From an optimization exercise on the open Yosys and OpenROAD flow, aimed at small area and a short achievable clock period; shortcuts taken in it are not production practice.
No run shown here included a check of the RTL's function; only the layout flow was run.
No activity file was given, so power comes from the tool's default toggle rates.

==> flow/design.v, too long to show whole: its modules and the start of the top module <==
// module MULTI_32bit: 4007 lines
// module MULTI_32bit_fa: 6 lines
// module MULTI_32bit_enc: 7 lines
// module MULTI_32bit_enc2: 6 lines
// module MULTI_32bit_c42: 9 lines
// module MULTI_32bit_c42n: 8 lines
// module MULTI_32bit_pp: 5 lines
// module MULTI_32bit_xor: 5 lines
// module MULTI_32bit_and: 5 lines
// module MULTI_32bit_ha: 6 lines
module MULTI_32bit(clk, rst, A, B, F);
  // ...
==> flow/flow/run.sh <==
#!/bin/bash
# The standard layout, but with port buffers of a plain buffer cell
# (buffer_ports otherwise picks a delay cell, clkdlybuf4s50_1).
set -euo pipefail
export BUFFER_PORTS_ARGS="-buffer_cell sky130_fd_sc_hd__buf_4"
bash standard.sh > make_finish.log 2>&1
==> flow/standard.sh <==
#!/bin/bash
# synth_recipe.tcl (not shown) runs the flow's synth.tcl, then flattens the netlist and writes it again
# the make line also repeats each setting of config.mk as NAME=value (left out here)
make -C /OpenROAD-flow-scripts/flow DESIGN_CONFIG=/design/flow/config.mk WORK_HOME=/design/flow/orfs CLKGATE_MAP_FILE= SYNTH_SCRIPT=/design/flow/synth_recipe.tcl "${@:-finish}"
==> flow/config.mk <==
export PLATFORM = sky130hd
export DESIGN_NAME = MULTI_32bit
export DESIGN_NICKNAME = MULTI_32bit
export VERILOG_FILES = /design/flow/design.v
export SDC_FILE = /design/flow/constraint.sdc
export NUM_CORES = 4
export LEC_CHECK = 0
export ABC_CLOCK_PERIOD_IN_PS = 2500
export CAP_MARGIN = 20
export CORE_MARGIN = 2
export CORE_UTILIZATION = 40
export CTS_BUF_LIST = sky130_fd_sc_hd__clkbuf_16
export CTS_CLUSTER_DIAMETER = 80
export CTS_CLUSTER_SIZE = 30
export SETUP_SLACK_MARGIN = 4.3
export SLEW_MARGIN = 20
export SYNTH_HIERARCHICAL = 1
export SYNTH_MINIMUM_KEEP_SIZE = 0
==> flow/constraint.sdc <==
create_clock -name core_clock -period 7.0 [get_ports {clk}]
set_input_delay 1.4000 -clock core_clock [delete_from_list [all_inputs] [get_ports {clk}]]
set_output_delay 1.4000 -clock core_clock [all_outputs]
set_load 0.01 [all_outputs]
==> flow_summary_export.csv, run 1 <==
group,metric,value,unit
timing,hold_viol_final,0,
logic_synthesis,synth-xor-area-share,0.1464,
cts,ctsResizeCount,36,
run_status,status,"no timing/DRC/antenna violations",
timing,period_minus_slack,2.722,ns
cts,post-cts-setup-buffers,15,
cells_and_area,top_regs,"F (32), r1_e (8), r2_e (8)",
pwr,finalPower,12.31,mW
cells_and_area,diodes,0,
global_routing,grt_pass1_vias,15500,
global_routing,grt_first_pass_wirelength,89220,um
logic_synthesis,yosys.area.top_type,"dfxtp_1",
pwr,powerClk,1.55,mW
pwr,p_sw_frac,0.4138,
logic_synthesis,synth.area.top_cells,"dfxtp_1, fa_1, xor2_1, a22o_1, ha_1",
pwr,p_int,7.219,mW
cells_and_area,inv_count,75,
pwr,peakVddDrop,0.0002812,V
global_routing,use_met1,0.2823,
timing,fin_crit_sh,0.3889,
detailed_routing,met3_length,3130,um
cells_and_area,fillers,5193,
timing,rsz0062_at_grt,"true",
timing,final-setup-viol-count,0,
cts,clk_latency,0.58,ns
critical_path,cpPeakStageDelay,0.51,ns
pwr,power_switching,5.095,mW
cts,numCtsBuffers,23,
cells_and_area,largest_reg_flops,32,
pwr,powerDensity,477.9,mW/mm2
job,maxCapViolCount,0,
place,port_buffers,96,
detailed_routing,dr_total_vias,14710,
global_routing,use_met3,0.02597,
==> run 2: changes to the inputs <==
--- a/flow/design.v
+++ b/flow/design.v
@@ -3303,20 +3303,18 @@
   MULTI_32bit_pp u_pp43 (.one(one4), .two(two5), .t0(xt42), .t1(xt40), .pp(pp43));
   MULTI_32bit_pp u_pp45 (.one(one4), .two(two5), .t0(xt44), .t1(xt42), .pp(pp45));
   MULTI_32bit_pp u_pp47 (.one(one4), .two(two5), .t0(xt46), .t1(xt44), .pp(pp47));
   MULTI_32bit_pp u_pp49 (.one(one4), .two(two5), .t0(xt48), .t1(xt46), .pp(pp49));
   MULTI_32bit_pp u_pp51 (.one(one4), .two(two5), .t0(xt50), .t1(xt48), .pp(pp51));
   MULTI_32bit_pp u_pp53 (.one(one4), .two(two5), .t0(xt52), .t1(xt50), .pp(pp53));
   MULTI_32bit_pp u_pp55 (.one(one4), .two(two5), .t0(xi54), .t1(xt52), .pp(pp55));
   MULTI_32bit_pp u_pp57 (.one(one4), .two(two5), .t0(neg6), .t1(xi56), .pp(pp57));
-  MULTI_32bit_xor u_one1_0 (.a(B[2]), .b(B[1]), .y(one59));
-  MULTI_32bit_enc2 u_enc1_0 (.y2(B[3]), .y1(B[2]), .y0(B[1]), .two(two60), .neg(neg61));
-  MULTI_32bit_xor u_one1_1 (.a(B[2]), .b(B[1]), .y(one62));
-  MULTI_32bit_enc2 u_enc1_1 (.y2(B[3]), .y1(B[2]), .y0(B[1]), .two(two63), .neg(neg64));
+  MULTI_32bit_enc u_enc1_0 (.y2(B[3]), .y1(B[2]), .y0(B[1]), .one(one59), .two(two60), .neg(neg61));
+  MULTI_32bit_enc u_enc1_1 (.y2(B[3]), .y1(B[2]), .y0(B[1]), .one(one62), .two(two63), .neg(neg64));
   MULTI_32bit_pp u_pp66 (.one(one59), .two(two60), .t0(xt65), .t1(neg61), .pp(pp66));
   MULTI_32bit_pp u_pp68 (.one(one59), .two(two60), .t0(xt67), .t1(xt65), .pp(pp68));
   MULTI_32bit_pp u_pp70 (.one(one59), .two(two60), .t0(xt69), .t1(xt67), .pp(pp70));
   MULTI_32bit_pp u_pp72 (.one(one59), .two(two60), .t0(xt71), .t1(xt69), .pp(pp72));
   MULTI_32bit_pp u_pp74 (.one(one59), .two(two60), .t0(xt73), .t1(xt71), .pp(pp74));
   MULTI_32bit_pp u_pp76 (.one(one59), .two(two60), .t0(xt75), .t1(xt73), .pp(pp76));
   MULTI_32bit_pp u_pp78 (.one(one59), .two(two60), .t0(xt77), .t1(xt75), .pp(pp78));
   MULTI_32bit_pp u_pp80 (.one(one59), .two(two60), .t0(xt79), .t1(xt77), .pp(pp80));
@@ -3332,20 +3330,18 @@
   MULTI_32bit_pp u_pp101 (.one(one62), .two(two63), .t0(xt100), .t1(xt98), .pp(pp101));
   MULTI_32bit_pp u_pp103 (.one(one62), .two(two63), .t0(xt102), .t1(xt100), .pp(pp103));
   MULTI_32bit_pp u_pp105 (.one(one62), .two(two63), .t0(xt104), .t1(xt102), .pp(pp105));
   MULTI_32bit_pp u_pp107 (.one(one62), .two(two63), .t0(xt106), .t1(xt104), .pp(pp107));
   MULTI_32bit_pp u_pp109 (.one(one62), .two(two63), .t0(xt108), .t1(xt106), .pp(pp109));
   MULTI_32bit_pp u_pp111 (.one(one62), .two(two63), .t0(xt110), .t1(xt108), .pp(pp111));
   MULTI_32bit_pp u_pp113 (.one(one62), .two(two63), .t0(xi112), .t1(xt110), .pp(pp113));
   MULTI_32bit_pp u_pp115 (.one(one62), .two(two63), .t0(neg64), .t1(xi114), .pp(pp115));
-  MULTI_32bit_xor u_one2_0 (.a(B[4]), .b(B[3]), .y(one117));
-  MULTI_32bit_enc2 u_enc2_0 (.y2(B[5]), .y1(B[4]), .y0(B[3]), .two(two118), .neg(neg119));
-  MULTI_32bit_xor u_one2_1 (.a(B[4]), .b(B[3]), .y(one120));
-  MULTI_32bit_enc2 u_enc2_1 (.y2(B[5]), .y1(B[4]), .y0(B[3]), .two(two121), .neg(neg122));
+  MULTI_32bit_enc u_enc2_0 (.y2(B[5]), .y1(B[4]), .y0(B[3]), .one(one117), .two(two118), .neg(neg119));
+  MULTI_32bit_enc u_enc2_1 (.y2(B[5]), .y1(B[4]), .y0(B[3]), .one(one120), .two(two121), .neg(neg122));
   MULTI_32bit_pp u_pp124 (.one(one117), .two(two118), .t0(xt123), .t1(neg119), .pp(pp124));
   MULTI_32bit_pp u_pp126 (.one(one117), .two(two118), .t0(xt125), .t1(xt123), .pp(pp126));
   MULTI_32bit_pp u_pp128 (.one(one117), .two(two118), .t0(xt127), .t1(xt125), .pp(pp128));
   MULTI_32bit_pp u_pp130 (.one(one117), .two(two118), .t0(xt129), .t1(xt127), .pp(pp130));
   MULTI_32bit_pp u_pp132 (.one(one117), .two(two118), .t0(xt131), .t1(xt129), .pp(pp132));
   MULTI_32bit_pp u_pp134 (.one(one117), .two(two118), .t0(xt133), .t1(xt131), .pp(pp134));
   MULTI_32bit_pp u_pp136 (.one(one117), .two(two118), .t0(xt135), .t1(xt133), .pp(pp136));
   MULTI_32bit_pp u_pp138 (.one(one117), .two(two118), .t0(xt137), .t1(xt135), .pp(pp138));
@@ -3361,20 +3357,18 @@
   MULTI_32bit_pp u_pp159 (.one(one120), .two(two121), .t0(xt158), .t1(xt156), .pp(pp159));
   MULTI_32bit_pp u_pp161 (.one(one120), .two(two121), .t0(xt160), .t1(xt158), .pp(pp161));
   MULTI_32bit_pp u_pp163 (.one(one120), .two(two121), .t0(xt162), .t1(xt160), .pp(pp163));
   MULTI_32bit_pp u_pp165 (.one(one120), .two(two121), .t0(xt164), .t1(xt162), .pp(pp165));
   MULTI_32bit_pp u_pp167 (.one(one120), .two(two121), .t0(xt166), .t1(xt164), .pp(pp167));
   MULTI_32bit_pp u_pp169 (.one(one120), .two(two121), .t0(xt168), .t1(xt166), .pp(pp169));
   MULTI_32bit_pp u_pp171 (.one(one120), .two(two121), .t0(xi170), .t1(xt168), .pp(pp171));
   MULTI_32bit_pp u_pp173 (.one(one120), .two(two121), .t0(neg122), .t1(xi172), .pp(pp173));
-  MULTI_32bit_xor u_one3_0 (.a(B[6]), .b(B[5]), .y(one175));
-  MULTI_32bit_enc2 u_enc3_0 (.y2(B[7]), .y1(B[6]), .y0(B[5]), .two(two176), .neg(neg177));
-  MULTI_32bit_xor u_one3_1 (.a(B[6]), .b(B[5]), .y(one178));
-  MULTI_32bit_enc2 u_enc3_1 (.y2(B[7]), .y1(B[6]), .y0(B[5]), .two(two179), .neg(neg180));
+  MULTI_32bit_enc u_enc3_0 (.y2(B[7]), .y1(B[6]), .y0(B[5]), .one(one175), .two(two176), .neg(neg177));
+  MULTI_32bit_enc u_enc3_1 (.y2(B[7]), .y1(B[6]), .y0(B[5]), .one(one178), .two(two179), .neg(neg180));
   MULTI_32bit_pp u_pp182 (.one(one175), .two(two176), .t0(xt181), .t1(neg177), .pp(pp182));
   MULTI_32bit_pp u_pp184 (.one(one175), .two(two176), .t0(xt183), .t1(xt181), .pp(pp184));
   MULTI_32bit_pp u_pp186 (.one(one175), .two(two176), .t0(xt185), .t1(xt183), .pp(pp186));
   MULTI_32bit_pp u_pp188 (.one(one175), .two(two176), .t0(xt187), .t1(xt185), .pp(pp188));
   MULTI_32bit_pp u_pp190 (.one(one175), .two(two176), .t0(xt189), .t1(xt187), .pp(pp190));
   MULTI_32bit_pp u_pp192 (.one(one175), .two(two176), .t0(xt191), .t1(xt189), .pp(pp192));
   MULTI_32bit_pp u_pp194 (.one(one175), .two(two176), .t0(xt193), .t1(xt191), .pp(pp194));
   MULTI_32bit_pp u_pp196 (.one(one175), .two(two176), .t0(xt195), .t1(xt193), .pp(pp196));
@@ -3390,20 +3384,18 @@
   MULTI_32bit_pp u_pp217 (.one(one178), .two(two179), .t0(xt216), .t1(xt214), .pp(pp217));
   MULTI_32bit_pp u_pp219 (.one(one178), .two(two179), .t0(xt218), .t1(xt216), .pp(pp219));
   MULTI_32bit_pp u_pp221 (.one(one178), .two(two179), .t0(xt220), .t1(xt218), .pp(pp221));
   MULTI_32bit_pp u_pp223 (.one(one178), .two(two179), .t0(xt222), .t1(xt220), .pp(pp223));
   MULTI_32bit_pp u_pp225 (.one(one178), .two(two179), .t0(xt224), .t1(xt222), .pp(pp225));
   MULTI_32bit_pp u_pp227 (.one(one178), .two(two179), .t0(xt226), .t1(xt224), .pp(pp227));
   MULTI_32bit_pp u_pp229 (.one(one178), .two(two179), .t0(xi228), .t1(xt226), .pp(pp229));
   MULTI_32bit_pp u_pp231 (.one(one178), .two(two179), .t0(neg180), .t1(xi230), .pp(pp231));
-  MULTI_32bit_xor u_one4_0 (.a(B[8]), .b(B[7]), .y(one233));
-  MULTI_32bit_enc2 u_enc4_0 (.y2(B[9]), .y1(B[8]), .y0(B[7]), .two(two234), .neg(neg235));
-  MULTI_32bit_xor u_one4_1 (.a(B[8]), .b(B[7]), .y(one236));
-  MULTI_32bit_enc2 u_enc4_1 (.y2(B[9]), .y1(B[8]), .y0(B[7]), .two(two237), .neg(neg238));
+  MULTI_32bit_enc u_enc4_0 (.y2(B[9]), .y1(B[8]), .y0(B[7]), .one(one233), .two(two234), .neg(neg235));
+  MULTI_32bit_enc u_enc4_1 (.y2(B[9]), .y1(B[8]), .y0(B[7]), .one(one236), .two(two237), .neg(neg238));
   MULTI_32bit_pp u_pp240 (.one(one233), .two(two234), .t0(xt239), .t1(neg235), .pp(pp240));
   MULTI_32bit_pp u_pp242 (.one(one233), .two(two234), .t0(xt241), .t1(xt239), .pp(pp242));
   MULTI_32bit_pp u_pp244 (.one(one233), .two(two234), .t0(xt243), .t1(xt241), .pp(pp244));
   MULTI_32bit_pp u_pp246 (.one(one233), .two(two234), .t0(xt245), .t1(xt243), .pp(pp246));
   MULTI_32bit_pp u_pp248 (.one(one233), .two(two234), .t0(xt247), .t1(xt245), .pp(pp248));
   MULTI_32bit_pp u_pp250 (.one(one233), .two(two234), .t0(xt249), .t1(xt247), .pp(pp250));
   MULTI_32bit_pp u_pp252 (.one(one233), .two(two234), .t0(xt251), .t1(xt249), .pp(pp252));
   MULTI_32bit_pp u_pp254 (.one(one233), .two(two234), .t0(xt253), .t1(xt251), .pp(pp254));
@@ -3419,20 +3411,18 @@
   MULTI_32bit_pp u_pp275 (.one(one236), .two(two237), .t0(xt274), .t1(xt272), .pp(pp275));
   MULTI_32bit_pp u_pp277 (.one(one236), .two(two237), .t0(xt276), .t1(xt274), .pp(pp277));
   MULTI_32bit_pp u_pp279 (.one(one236), .two(two237), .t0(xt278), .t1(xt276), .pp(pp279));
   MULTI_32bit_pp u_pp281 (.one(one236), .two(two237), .t0(xt280), .t1(xt278), .pp(pp281));
   MULTI_32bit_pp u_pp283 (.one(one236), .two(two237), .t0(xt282), .t1(xt280), .pp(pp283));
   MULTI_32bit_pp u_pp285 (.one(one236), .two(two237), .t0(xt284), .t1(xt282), .pp(pp285));
   MULTI_32bit_pp u_pp287 (.one(one236), .two(two237), .t0(xi286), .t1(xt284), .pp(pp287));
   MULTI_32bit_pp u_pp289 (.one(one236), .two(two237), .t0(neg238), .t1(xi288), .pp(pp289));
-  MULTI_32bit_xor u_one5_0 (.a(B[10]), .b(B[9]), .y(one291));
-  MULTI_32bit_enc2 u_enc5_0 (.y2(B[11]), .y1(B[10]), .y0(B[9]), .two(two292), .neg(neg293));
-  MULTI_32bit_xor u_one5_1 (.a(B[10]), .b(B[9]), .y(one294));
-  MULTI_32bit_enc2 u_enc5_1 (.y2(B[11]), .y1(B[10]), .y0(B[9]), .two(two295), .neg(neg296));
+  MULTI_32bit_enc u_enc5_0 (.y2(B[11]), .y1(B[10]), .y0(B[9]), .one(one291), .two(two292), .neg(neg293));
+  MULTI_32bit_enc u_enc5_1 (.y2(B[11]), .y1(B[10]), .y0(B[9]), .one(one294), .two(two295), .neg(neg296));
   MULTI_32bit_pp u_pp298 (.one(one291), .two(two292), .t0(xt297), .t1(neg293), .pp(pp298));
   MULTI_32bit_pp u_pp300 (.one(one291), .two(two292), .t0(xt299), .t1(xt297), .pp(pp300));
   MULTI_32bit_pp u_pp302 (.one(one291), .two(two292), .t0(xt301), .t1(xt299), .pp(pp302));
   MULTI_32bit_pp u_pp304 (.one(one291), .two(two292), .t0(xt303), .t1(xt301), .pp(pp304));
   MULTI_32bit_pp u_pp306 (.one(one291), .two(two292), .t0(xt305), .t1(xt303), .pp(pp306));
   MULTI_32bit_pp u_pp308 (.one(one291), .two(two292), .t0(xt307), .t1(xt305), .pp(pp308));
   MULTI_32bit_pp u_pp310 (.one(one291), .two(two292), .t0(xt309), .t1(xt307), .pp(pp310));
   MULTI_32bit_pp u_pp312 (.one(one291), .two(two292), .t0(xt311), .t1(xt309), .pp(pp312));
@@ -3448,20 +3438,18 @@
   MULTI_32bit_pp u_pp333 (.one(one294), .two(two295), .t0(xt332), .t1(xt330), .pp(pp333));
   MULTI_32bit_pp u_pp335 (.one(one294), .two(two295), .t0(xt334), .t1(xt332), .pp(pp335));
   MULTI_32bit_pp u_pp337 (.one(one294), .two(two295), .t0(xt336), .t1(xt334), .pp(pp337));
   MULTI_32bit_pp u_pp339 (.one(one294), .two(two295), .t0(xt338), .t1(xt336), .pp(pp339));
   MULTI_32bit_pp u_pp341 (.one(one294), .two(two295), .t0(xt340), .t1(xt338), .pp(pp341));
   MULTI_32bit_pp u_pp343 (.one(one294), .two(two295), .t0(xt342), .t1(xt340), .pp(pp343));
   MULTI_32bit_pp u_pp345 (.one(one294), .two(two295), .t0(xi344), .t1(xt342), .pp(pp345));
   MULTI_32bit_pp u_pp347 (.one(one294), .two(two295), .t0(neg296), .t1(xi346), .pp(pp347));
-  MULTI_32bit_xor u_one6_0 (.a(B[12]), .b(B[11]), .y(one349));
-  MULTI_32bit_enc2 u_enc6_0 (.y2(B[13]), .y1(B[12]), .y0(B[11]), .two(two350), .neg(neg351));
-  MULTI_32bit_xor u_one6_1 (.a(B[12]), .b(B[11]), .y(one352));
-  MULTI_32bit_enc2 u_enc6_1 (.y2(B[13]), .y1(B[12]), .y0(B[11]), .two(two353), .neg(neg354));
+  MULTI_32bit_enc u_enc6_0 (.y2(B[13]), .y1(B[12]), .y0(B[11]), .one(one349), .two(two350), .neg(neg351));
+  MULTI_32bit_enc u_enc6_1 (.y2(B[13]), .y1(B[12]), .y0(B[11]), .one(one352), .two(two353), .neg(neg354));
   MULTI_32bit_pp u_pp356 (.one(one349), .two(two350), .t0(xt355), .t1(neg351), .pp(pp356));
   MULTI_32bit_pp u_pp358 (.one(one349), .two(two350), .t0(xt357), .t1(xt355), .pp(pp358));
   MULTI_32bit_pp u_pp360 (.one(one349), .two(two350), .t0(xt359), .t1(xt357), .pp(pp360));
   MULTI_32bit_pp u_pp362 (.one(one349), .two(two350), .t0(xt361), .t1(xt359), .pp(pp362));
   MULTI_32bit_pp u_pp364 (.one(one349), .two(two350), .t0(xt363), .t1(xt361), .pp(pp364));
   MULTI_32bit_pp u_pp366 (.one(one349), .two(two350), .t0(xt365), .t1(xt363), .pp(pp366));
   MULTI_32bit_pp u_pp368 (.one(one349), .two(two350), .t0(xt367), .t1(xt365), .pp(pp368));
   MULTI_32bit_pp u_pp370 (.one(one349), .two(two350), .t0(xt369), .t1(xt367), .pp(pp370));
@@ -3477,20 +3465,18 @@
   MULTI_32bit_pp u_pp391 (.one(one352), .two(two353), .t0(xt390), .t1(xt388), .pp(pp391));
   MULTI_32bit_pp u_pp393 (.one(one352), .two(two353), .t0(xt392), .t1(xt390), .pp(pp393));
   MULTI_32bit_pp u_pp395 (.one(one352), .two(two353), .t0(xt394), .t1(xt392), .pp(pp395));
   MULTI_32bit_pp u_pp397 (.one(one352), .two(two353), .t0(xt396), .t1(xt394), .pp(pp397));
   MULTI_32bit_pp u_pp399 (.one(one352), .two(two353), .t0(xt398), .t1(xt396), .pp(pp399));
   MULTI_32bit_pp u_pp401 (.one(one352), .two(two353), .t0(xt400), .t1(xt398), .pp(pp401));
   MULTI_32bit_pp u_pp403 (.one(one352), .two(two353), .t0(xi402), .t1(xt400), .pp(pp403));
   MULTI_32bit_pp u_pp405 (.one(one352), .two(two353), .t0(neg354), .t1(xi404), .pp(pp405));
-  MULTI_32bit_xor u_one7_0 (.a(B[14]), .b(B[13]), .y(one407));
-  MULTI_32bit_enc2 u_enc7_0 (.y2(B[15]), .y1(B[14]), .y0(B[13]), .two(two408), .neg(neg409));
-  MULTI_32bit_xor u_one7_1 (.a(B[14]), .b(B[13]), .y(one410));
-  MULTI_32bit_enc2 u_enc7_1 (.y2(B[15]), .y1(B[14]), .y0(B[13]), .two(two411), .neg(neg412));
+  MULTI_32bit_enc u_enc7_0 (.y2(B[15]), .y1(B[14]), .y0(B[13]), .one(one407), .two(two408), .neg(neg409));
+  MULTI_32bit_enc u_enc7_1 (.y2(B[15]), .y1(B[14]), .y0(B[13]), .one(one410), .two(two411), .neg(neg412));
   MULTI_32bit_pp u_pp414 (.one(one407), .two(two408), .t0(xt413), .t1(neg409), .pp(pp414));
   MULTI_32bit_pp u_pp416 (.one(one407), .two(two408), .t0(xt415), .t1(xt413), .pp(pp416));
   MULTI_32bit_pp u_pp418 (.one(one407), .two(two408), .t0(xt417), .t1(xt415), .pp(pp418));
   MULTI_32bit_pp u_pp420 (.one(one407), .two(two408), .t0(xt419), .t1(xt417), .pp(pp420));
   MULTI_32bit_pp u_pp422 (.one(one407), .two(two408), .t0(xt421), .t1(xt419), .pp(pp422));
   MULTI_32bit_pp u_pp424 (.one(one407), .two(two408), .t0(xt423), .t1(xt421), .pp(pp424));
   MULTI_32bit_pp u_pp426 (.one(one407), .two(two408), .t0(xt425), .t1(xt423), .pp(pp426));
   MULTI_32bit_pp u_pp428 (.one(one407), .two(two408), .t0(xt427), .t1(xt425), .pp(pp428));
@@ -3506,20 +3492,18 @@
   MULTI_32bit_pp u_pp449 (.one(one410), .two(two411), .t0(xt448), .t1(xt446), .pp(pp449));
   MULTI_32bit_pp u_pp451 (.one(one410), .two(two411), .t0(xt450), .t1(xt448), .pp(pp451));
   MULTI_32bit_pp u_pp453 (.one(one410), .two(two411), .t0(xt452), .t1(xt450), .pp(pp453));
   MULTI_32bit_pp u_pp455 (.one(one410), .two(two411), .t0(xt454), .t1(xt452), .pp(pp455));
   MULTI_32bit_pp u_pp457 (.one(one410), .two(two411), .t0(xt456), .t1(xt454), .pp(pp457));
   MULTI_32bit_pp u_pp459 (.one(one410), .two(two411), .t0(xt458), .t1(xt456), .pp(pp459));
   MULTI_32bit_pp u_pp461 (.one(one410), .two(two411), .t0(xi460), .t1(xt458), .pp(pp461));
   MULTI_32bit_pp u_pp463 (.one(one410), .two(two411), .t0(neg412), .t1(xi462), .pp(pp463));
-  MULTI_32bit_xor u_one8_0 (.a(B[16]), .b(B[15]), .y(one465));
-  MULTI_32bit_enc2 u_enc8_0 (.y2(B[17]), .y1(B[16]), .y0(B[15]), .two(two466), .neg(neg467));
-  MULTI_32bit_xor u_one8_1 (.a(B[16]), .b(B[15]), .y(one468));
-  MULTI_32bit_enc2 u_enc8_1 (.y2(B[17]), .y1(B[16]), .y0(B[15]), .two(two469), .neg(neg470));
+  MULTI_32bit_enc u_enc8_0 (.y2(B[17]), .y1(B[16]), .y0(B[15]), .one(one465), .two(two466), .neg(neg467));
+  MULTI_32bit_enc u_enc8_1 (.y2(B[17]), .y1(B[16]), .y0(B[15]), .one(one468), .two(two469), .neg(neg470));
   MULTI_32bit_pp u_pp472 (.one(one465), .two(two466), .t0(xt471), .t1(neg467), .pp(pp472));
   MULTI_32bit_pp u_pp474 (.one(one465), .two(two466), .t0(xt473), .t1(xt471), .pp(pp474));
   MULTI_32bit_pp u_pp476 (.one(one465), .two(two466), .t0(xt475), .t1(xt473), .pp(pp476));
   MULTI_32bit_pp u_pp478 (.one(one465), .two(two466), .t0(xt477), .t1(xt475), .pp(pp478));
   MULTI_32bit_pp u_pp480 (.one(one465), .two(two466), .t0(xt479), .t1(xt477), .pp(pp480));
   MULTI_32bit_pp u_pp482 (.one(one465), .two(two466), .t0(xt481), .t1(xt479), .pp(pp482));
   MULTI_32bit_pp u_pp484 (.one(one465), .two(two466), .t0(xt483), .t1(xt481), .pp(pp484));
   MULTI_32bit_pp u_pp486 (.one(one465), .two(two466), .t0(xt485), .t1(xt483), .pp(pp486));
@@ -3535,20 +3519,18 @@
   MULTI_32bit_pp u_pp507 (.one(one468), .two(two469), .t0(xt506), .t1(xt504), .pp(pp507));
   MULTI_32bit_pp u_pp509 (.one(one468), .two(two469), .t0(xt508), .t1(xt506), .pp(pp509));
   MULTI_32bit_pp u_pp511 (.one(one468), .two(two469), .t0(xt510), .t1(xt508), .pp(pp511));
   MULTI_32bit_pp u_pp513 (.one(one468), .two(two469), .t0(xt512), .t1(xt510), .pp(pp513));
   MULTI_32bit_pp u_pp515 (.one(one468), .two(two469), .t0(xt514), .t1(xt512), .pp(pp515));
   MULTI_32bit_pp u_pp517 (.one(one468), .two(two469), .t0(xt516), .t1(xt514), .pp(pp517));
   MULTI_32bit_pp u_pp519 (.one(one468), .two(two469), .t0(xi518), .t1(xt516), .pp(pp519));
   MULTI_32bit_pp u_pp521 (.one(one468), .two(two469), .t0(neg470), .t1(xi520), .pp(pp521));
-  MULTI_32bit_xor u_one9_0 (.a(B[18]), .b(B[17]), .y(one523));
-  MULTI_32bit_enc2 u_enc9_0 (.y2(B[19]), .y1(B[18]), .y0(B[17]), .two(two524), .neg(neg525));
-  MULTI_32bit_xor u_one9_1 (.a(B[18]), .b(B[17]), .y(one526));
-  MULTI_32bit_enc2 u_enc9_1 (.y2(B[19]), .y1(B[18]), .y0(B[17]), .two(two527), .neg(neg528));
+  MULTI_32bit_enc u_enc9_0 (.y2(B[19]), .y1(B[18]), .y0(B[17]), .one(one523), .two(two524), .neg(neg525));
+  MULTI_32bit_enc u_enc9_1 (.y2(B[19]), .y1(B[18]), .y0(B[17]), .one(one526), .two(two527), .neg(neg528));
   MULTI_32bit_pp u_pp530 (.one(one523), .two(two524), .t0(xt529), .t1(neg525), .pp(pp530));
   MULTI_32bit_pp u_pp532 (.one(one523), .two(two524), .t0(xt531), .t1(xt529), .pp(pp532));
   MULTI_32bit_pp u_pp534 (.one(one523), .two(two524), .t0(xt533), .t1(xt531), .pp(pp534));
   MULTI_32bit_pp u_pp536 (.one(one523), .two(two524), .t0(xt535), .t1(xt533), .pp(pp536));
   MULTI_32bit_pp u_pp538 (.one(one523), .two(two524), .t0(xt537), .t1(xt535), .pp(pp538));
   MULTI_32bit_pp u_pp540 (.one(one523), .two(two524), .t0(xt539), .t1(xt537), .pp(pp540));
   MULTI_32bit_pp u_pp542 (.one(one523), .two(two524), .t0(xt541), .t1(xt539), .pp(pp542));
   MULTI_32bit_pp u_pp544 (.one(one523), .two(two524), .t0(xt543), .t1(xt541), .pp(pp544));
@@ -3564,20 +3546,18 @@
   MULTI_32bit_pp u_pp565 (.one(one526), .two(two527), .t0(xt564), .t1(xt562), .pp(pp565));
   MULTI_32bit_pp u_pp567 (.one(one526), .two(two527), .t0(xt566), .t1(xt564), .pp(pp567));
   MULTI_32bit_pp u_pp569 (.one(one526), .two(two527), .t0(xt568), .t1(xt566), .pp(pp569));
   MULTI_32bit_pp u_pp571 (.one(one526), .two(two527), .t0(xt570), .t1(xt568), .pp(pp571));
   MULTI_32bit_pp u_pp573 (.one(one526), .two(two527), .t0(xt572), .t1(xt570), .pp(pp573));
   MULTI_32bit_pp u_pp575 (.one(one526), .two(two527), .t0(xt574), .t1(xt572), .pp(pp575));
   MULTI_32bit_pp u_pp577 (.one(one526), .two(two527), .t0(xi576), .t1(xt574), .pp(pp577));
   MULTI_32bit_pp u_pp579 (.one(one526), .two(two527), .t0(neg528), .t1(xi578), .pp(pp579));
-  MULTI_32bit_xor u_one10_0 (.a(B[20]), .b(B[19]), .y(one581));
-  MULTI_32bit_enc2 u_enc10_0 (.y2(B[21]), .y1(B[20]), .y0(B[19]), .two(two582), .neg(neg583));
-  MULTI_32bit_xor u_one10_1 (.a(B[20]), .b(B[19]), .y(one584));
-  MULTI_32bit_enc2 u_enc10_1 (.y2(B[21]), .y1(B[20]), .y0(B[19]), .two(two585), .neg(neg586));
+  MULTI_32bit_enc u_enc10_0 (.y2(B[21]), .y1(B[20]), .y0(B[19]), .one(one581), .two(two582), .neg(neg583));
+  MULTI_32bit_enc u_enc10_1 (.y2(B[21]), .y1(B[20]), .y0(B[19]), .one(one584), .two(two585), .neg(neg586));
   MULTI_32bit_pp u_pp588 (.one(one581), .two(two582), .t0(xt587), .t1(neg583), .pp(pp588));
   MULTI_32bit_pp u_pp590 (.one(one581), .two(two582), .t0(xt589), .t1(xt587), .pp(pp590));
   MULTI_32bit_pp u_pp592 (.one(one581), .two(two582), .t0(xt591), .t1(xt589), .pp(pp592));
   MULTI_32bit_pp u_pp594 (.one(one581), .two(two582), .t0(xt593), .t1(xt591), .pp(pp594));
   MULTI_32bit_pp u_pp596 (.one(one581), .two(two582), .t0(xt595), .t1(xt593), .pp(pp596));
   MULTI_32bit_pp u_pp598 (.one(one581), .two(two582), .t0(xt597), .t1(xt595), .pp(pp598));
   MULTI_32bit_pp u_pp600 (.one(one581), .two(two582), .t0(xt599), .t1(xt597), .pp(pp600));
   MULTI_32bit_pp u_pp602 (.one(one581), .two(two582), .t0(xt601), .t1(xt599), .pp(pp602));
==> run 2 against run 1 <==
Largest power group unchanged. Sequential share of layout area is 0.72 points lower. Count of clock-buffer cells in the layout grew 1. Final cell count grew 0.29%. Sequential power about the same. Global-route usage increased by 0.51 points. First-iteration DRC count is 2.5% higher. Maximum frequency shrank 0.24%. Clock power hardly changed. Setup slack got worse by 0.0064 ns. Critical path depth rose by 5.
==> flow_summary_export.csv, run 2 <==
group,metric,value,unit
run_status,status,"no timing/DRC/antenna violations",
timing,finalWorstSetupSlack,4.271,ns
logic_synthesis,synthMostInstantiatedCell,"dfxtp_1",
logic_synthesis,synth_commonest_cells,"dfxtp_1, xor2_1, a22o_1",
logic_synthesis,mappedNetlistArea,0.02252,mm2
logic_synthesis,synth_ff_type,"dfxtp_1",
timing,fin_crit_sh,0.3898,
place,place_ws,3.439,ns
cells_and_area,top_regs,"F (32), r1_e (8), r2_e (8)",
detailed_routing,wl_per_cell,20.96,um
cts,path_clk_slew,0.10,ns
critical_path,path_max_fanout,4,
critical_path,cpPeakStageDelay,0.37,ns
die,die_y,241.3,um
global_routing,grt_first_pass_wirelength,88770,um
detailed_routing,vias_per_cell,5.308,
cts,cts_tree,"built",
logic_synthesis,syn_nets,2297,
cts,htree_levels,1,
logic_synthesis,synth_edf_count,0,
logic_synthesis,synth_warnings,7,
timing,worst_pin_slew,0.8746,ns
die,die_area,0.05820,mm2
detailed_routing,first_iter_violations,1198,
cells_and_area,layout_common_cells,"dfxtp_1, xor2_1, a22o_1, fa_1, buf_4",
die,die_w,241.3,um
pwr,peakVddDrop,0.0003390,V
timing,hold_viol_final,0,
critical_path,startpoint_type,"flop",
cells_and_area,drive_gt1_frac,0.1898,
timing,max_freq,0.3665,GHz
die,start_util,0.4063,
place,gp_congestion,0.8446,
pwr,power.leakage,11.26,nW
pwr,power_switching,5.053,mW
critical_path,worstSetupPathType,"reg -> reg",
timing,final-setup-viol-count,0,
critical_path,cp.arrival,3.18,ns
place,port_buffers,96,
global_routing,grt_start_max_net_pins,36,
logic_synthesis,synth.area.top_cells,"dfxtp_1, fa_1, xor2_1, a22o_1, ha_1",
job,maxCapViolCount,0,
cells_and_area,top_register,"F",
pwr,p_sw_frac,0.4087,
cells_and_area,nets,2394,
cells_and_area,final_common_cell,"dfxtp_1",
cts,ctsLongestPathBuffers,3,
detailed_routing,drtAntennaViolNets,0,
die,io_pins,98,
logic_synthesis,ys_types,58,
critical_path,crit_path_frequent_cell,"buf_12",
logic_synthesis,yosys.area.top_type,"dfxtp_1",
global_routing,grt_use_total,0.1998,
cts,holdBufCountCts,0,
detailed_routing,dr_total_vias,14620,
pwr,powerDensity,469.3,mW/mm2
cts,cts_root_buffer,"clkbuf_16",
global_routing,grt-ovfl-total,0,
cts,cts_sinks,381,
timing,rsz0062_at_grt,"true",
timing,period_minus_slack,2.729,ns
global_routing,antenna_found_initial,0,
cells_and_area,largest_reg_flops,32,
detailed_routing,drt-pass1-iter-count,5,
logic_synthesis,synth_seq_area_share,0.3388,
cells_and_area,area_delta_synth_final,17.02,%
critical_path,critPathCaptureType,"flop",
logic_synthesis,syn_inst,1892,
place,hpwl,44050,um
cts,clk_latency,0.58,ns
detailed_routing,routed_wl,57750,um
logic_synthesis,async_flop_share,0,
timing,fin_skew,0.01587,ns
pwr,p_comb_frac,0.587,
die,core-area,0.05542,mm2
timing,tns,0,ns
logic_synthesis,avgSynthCellArea,11.90,um2
logic_synthesis,synthDominantCellAreaShare,0.3388,
pwr,power_frac_clock,0.127,
critical_path,worstPathCellList,"a211oi_4 -> o21ai_2 -> a221oi_4 -> buf_6 -> o211ai_4 -> a31o_4 -> a41oi_4 -> buf_12 -> buf_12 -> xnor2_4 -> buf_12 -> a21o_1 -> o311a_1",
timing,finalMaxSlewViolations,0,
pwr,p_seq_frac,0.286,
hold_path,min_path_type,"reg -> reg",
pwr,p_int,7.311,mW
critical_path,cp.required,7.45,ns
timing,slew_headroom,0.4170,
cts,numCtsBuffers,24,
cells_and_area,fillers,4927,
global_routing,grt_pass1_vias,15390,
die,fp-row-count,86,
detailed_routing,drcViolationCount,0,
cells_and_area,diodes,0,
critical_path,slowest_stage,"a211oi_4",
logic_synthesis,synth-seq-cells,381,
[run 2: path summary, 6_finish.rpt]
kind / endpoint / slack, ns / startpoint / cells past startpoint
max: F[22] / 4.27 / r2_p10 / 13
min: r2_e[4] / 0.33 / r1_e[4] / 0
max reg2reg: F[22] / 4.27 / r2_p10 / 13
min reg2reg: r2_e[4] / 0.33 / r1_e[4] / 0
[run 2: worst max-delay path, delay by kind of cell (launching register included)]
family,cells,cell delay (ns)
buf+inv,4,0.60
compound gates,8,1.58
xor+xnor,1,0.07
flops,1,0.34
[run 2: cell type report]
cell class,count,area [um2],share of cell area
sequential,381,7636,0.2898
tap,748,935.9,0.03552
clock buffer,24,600.6,0.02280
inverter,77,296.5,0.01126
multi-input combinational,1356,15220,0.5779
timing repair buffer,149,1404,0.05328
clock inverter,20,249.0,0.009451
[run 2: timing repair]
item                                    CTS  global route
cloned                                    3             0
pin swaps                                13            11
gates resized for setup                  24            31
endpoints found under the setup margin  110            55
buffers inserted                         44             9
[run 2: Yosys stat by module (local to each module, per instance)]
module           cells inside  times used
MULTI_32bit_fa              1         254
MULTI_32bit_pp              1         300
MULTI_32bit_enc             5          20
MULTI_32bit_and             1          37
MULTI_32bit_ha              1          31
MULTI_32bit_xor             1          38
MULTI_32bit              1132           1
[run 2: power by group through the flow]
stage / Clock [mW] / Sequential, mW / Combinational [mW]
CTS: 1.62 / 3.52 / 7.16
floorplan: 0 / 3.42 / 4.90
finish: 1.57 / 3.53 / 7.26
global placement: 0 / 3.54 / 6.64
detailed placement: 0 / 3.56 / 6.79
global route: 1.70 / 3.61 / 8.13
[run 2: logic make-up (layout without fill, tap and decap cells)]
logic type / count (synthesis) / in the layout / share of synthesized area
and+or+nand+nor: 189 / 189 / 0.04429
AOI/OAI and AO/OA: 443 / 443 / 0.1646
adders and majority gates: 339 / 339 / 0.2734
DFF: 381 / 381 / 0.3388
muxes: 19 / 19 / 0.009336
buffers and inverters: 158 / 270 / 0.02773
xor gates and xnor gates: 363 / 366 / 0.1419
[run 2: routing by layer]
layer,routed length (um),global-route usage
met4,1414,0.05107
met1,27080,0.2899
met2,25800,0.3130
met3,3454,0.02974
met5,0,0
[run 2: metrics by stage]
step	total power [mW]	util	cell area [um2]	instances	hold WS, ns
2_1_floorplan	8.315	-	23660	1892	0.3096
3_3_place_gp	10.18	0.4429	24550	2655	0.3101
3_5_place_dp	10.35	0.4429	24550	2655	0.3121
4_1_cts	12.30	0.4712	26110	2746	0.3350
5_1_grt	13.44	0.4754	26350	2755	0.3401
6_report	12.36	0.4754	26350	2755	0.3320

-- re-timing with driven ports --
Ports are ideal in the flow. The routed layouts listed here were re-timed in OpenROAD. Step 1 (the two cells are an assumption about what drives the block):
set clk [get_ports {clk}]
set_driving_cell -lib_cell sky130_fd_sc_hd__clkbuf_16 $clk
set_driving_cell -lib_cell sky130_fd_sc_hd__buf_2 [delete_from_list [all_inputs] $clk]
Step 2 times the ports against the registers' clock, not the clock port: input delays grow and output delays shrink by t, the midpoint of the rising clock arrivals with the driver on. Three values: no drivers, after step 1, after step 2; two values: the first two.
| run | t, ns | setup slack, ns | clock arrival spread, ns | worst data-port slew with drivers (ns) |
|---|---|---|---|---|
| run 1 | 0.614 | 4.278 / 4.278 / 3.752 | 0.069 / 0.070 | 0.07 |
| run 2 | 0.626 | 4.271 / 4.271 / 3.718 | 0.020 / 0.020 | 0.08 |
After both steps every run listed still meets setup and hold. The setup slack of run 2, which loses most, moves by 0.000 ns with the drivers and by -0.553 ns with both steps.
